Source: an optimization exercise on an open RTL-to-GDS flow (aim: small area, a short achievable clock period and few clock cycles per item). Production flows keep margins and buffers that such runs may drop.
In this exercise RTL edits were held to simulation tests only and were not proved equivalent to the original.

## sierra
## fft_insert128
module fft_insert128(
  input clk,
  input rst,
  input ce,
  input [31:0] din,
  output oe,
  output reg [31:0] dout
);
Size in the first run: roughly 25000 cells after synthesis, ~10000 flip-flops, ~68 I/O pins, about 0.32 mm² of cells after synthesis.
clock: 10.0 ns
lec_check: 0
cap_margin: 20
core_margin: 2
core_utilization: 55
cts_cluster_diameter: 120
cts_cluster_size: 24
place_density: 0.65
setup_slack_margin: 5
slew_margin: 20
synth_memory_max_bits: 32768
run.sh (not shown) runs the stock make flow with config.mk's settings and CLKGATE_MAP_FILE= SYNTH_SCRIPT=/design/flow/synth_recipe.tcl, a recipe that flattens the netlist after the stock synthesis.
Testbench counts of sierra, summed over its fixed seeds: cycles 16,312, frames 48.
## Diff of input files: quartz against sierra
diff --git a/flow/design.v b/flow/design.v
--- a/flow/design.v
+++ b/flow/design.v
@@ -314,17 +314,17 @@
 reg n1s, n2s;
 reg [14:0] n1m, n2m;     
 wire [23:0] n1d, n2d;
 booth_enc be1(.s(n1s), .m(n1m), .d(n1d));
 booth_enc be2(.s(n2s), .m(n2m), .d(n2d));
 reg [32:0] pa, pb;
 wire [32:0] mac;
 macc2 mc(.clk(clk), .x1(xa), .d1(y1d), .x2(xb), .d2(y2d), .mac(mac));
-wire signed [15:0] tr = sat(pa), ti = sat(pb);
+reg signed [15:0] tr, ti;
 wire signed [15:0] ar = a_r3[31:16], ai = a_r3[15:0];
 wire signed [16:0] sr = ar + tr, si = ai + ti, dr = ar - tr, di = ai - ti;
 always @(*)
   if (ph) begin
     n1s = w[31]; n1m = w[30:16]; n2s = ~w[15]; n2m = w[14:0];
   end else begin
     n1s = wsi; n1m = wmi; n2s = wsr; n2m = wmr;
   end
@@ -336,19 +336,22 @@
   end else begin
     xa <= b_r[31:16]; xb <= b_r[15:0];
   end
   y1d <= n1d; y2d <= n2d;
   if (ph) begin
     b_r <= in; a_r <= a_hold;
     a_r2 <= a_r; a_r3 <= a_r2;
     pb <= mac;
-  end else
+    tr <= sat(pa);
+  end else begin
     pa <= mac;
-  if (!ph) begin
+    ti <= sat(pb);
+  end
+  if (ph) begin
     out <= {sr[16:1], si[16:1]};
     bh <= {dr[16:1], di[16:1]};
   end else
     out <= bh;
 end
 endmodule
 module tw_mult2 #(parameter S = 4) (
   input clk,
@@ -402,17 +405,17 @@
 reg n1s, n2s;
 reg [14:0] n1m, n2m;     
 wire [23:0] n1d, n2d;
 booth_enc be1(.s(n1s), .m(n1m), .d(n1d));
 booth_enc be2(.s(n2s), .m(n2m), .d(n2d));
 reg [32:0] pa, pb;
 wire [32:0] mac;
 macc2 mc(.clk(clk), .x1(xa), .d1(y1d), .x2(xb), .d2(y2d), .mac(mac));
-wire [31:0] res = {sat(pa), sat(pb)};
+wire [31:0] res = {sat(pb), sat(pa)};    
 always @(*)
   if (r0) begin
     n1s = w[31]; n1m = w[30:16]; n2s = ~w[15]; n2m = w[14:0];
   end else if (rodd) begin
     n1s = wsi; n1m = wmi; n2s = wsr; n2m = wmr;
   end else begin
     n1s = wsr; n1m = wmr; n2s = ~wsi; n2m = wmi;
   end
@@ -422,18 +425,18 @@
     xa <= bsrc[31:16]; xb <= bsrc[15:0];
     wsr <= w[31]; wmr <= w[30:16]; wsi <= w[15]; wmi <= w[14:0];
   end else if (rodd) begin
     xa <= b_r[31:16]; xb <= b_r[15:0];
   end else begin
     xa <= bsrc[31:16]; xb <= bsrc[15:0];
   end
   y1d <= n1d; y2d <= n2d;
-  if (rodd) pa <= mac;
-  else pb <= mac;
+  pa <= mac;
+  pb <= pa;
   line[31:0] <= in;
   for (m = 1; m < L; m = m + 1)
     line[32*m +: 32] <= wsel[m] ? res : line[32*(m-1) +: 32];
 end
 endmodule
 module butterfly2 #(parameter D = 8, parameter R = 1) (
   input clk,
   input bsel,
@@ -475,19 +478,18 @@
     cnt <= 10'd1;
   end else if (running) begin
     cnt <= cnt + 10'd1;
     if (cnt == LAST) begin
       running <= 1'b0;
       cnt <= 10'd0;
     end
   end
-always @(posedge clk or negedge rst)
-  if (!rst) oe <= 1'b0;
-  else if (!running) oe <= 1'b0;
+always @(posedge clk)
+  if (!running) oe <= 1'b0;
   else if (cnt == OUT0) oe <= 1'b1;
 endmodule
 `timescale 1ns / 1ps
 module fft_insert128(
   input clk,
   input rst,
   input ce,
   input [31:0] din,
@@ -500,17 +502,17 @@
 localparam C3 = T3 + 4;
 localparam T4 = C3 + 16;
 localparam C4 = T4 + 13;
 localparam T5 = C4 + 8;
 localparam C5 = T5 + 9;
 localparam T6 = C5 + 4;
 localparam C6 = T6 + 7;
 localparam T7 = C6 + 2;
-localparam R1 = T7 + 7;
+localparam R1 = T7 + 8;
 localparam R2 = R1 + 63;
 localparam R3 = R2 + 30;
 localparam RO = R3 + 12;        
 localparam LAST = RO + 127;
 wire [9:0] cnt;
 fft_128_ctr #(.LAST(LAST), .OUT0(RO)) ctr (
   .clk(clk), .rst(rst), .ce(ce), .cnt(cnt), .oe(oe));
 function [6:0] pos;
sierra → quartz: multi-input combinational area share now larger, final critical-path share of the clock period shows a reduction of 4.2 points, data arrival time of the critical path now smaller, register area share after synthesis shrank by 0.25 points, final weighted congestion in routability-driven placement was more or less identical.
Testbench counts of quartz, summed over its fixed seeds: cycles 16,360, frames 48.

[separate check: timing with driven ports]
Ports are ideal in the flow. The routed layouts listed here were re-timed in OpenROAD.
Step 1 sets driving cells, clkbuf_16 on the clock port and buf_2 on the other inputs (assumed; they add their load-dependent delay and slew).
Step 2, shift: input delay + t, output delay - t, t = (earliest + latest rising clock arrival at the registers) / 2. This alone moves slack from input paths to output paths.
a / b / c = no drivers / after step 1 / after step 2; a / b = the first two.
run	t (ns)	setup slack, ns	worst setup path at the end	worst slew at a driven data input, ns	pins driven straight from the clock port
sierra	1.168	5.343 / 5.343 / 5.343	register to register	0.41	1
quartz	1.188	5.762 / 5.669 / 5.762	register to register	0.21	1
After both steps every run listed still meets setup and hold.
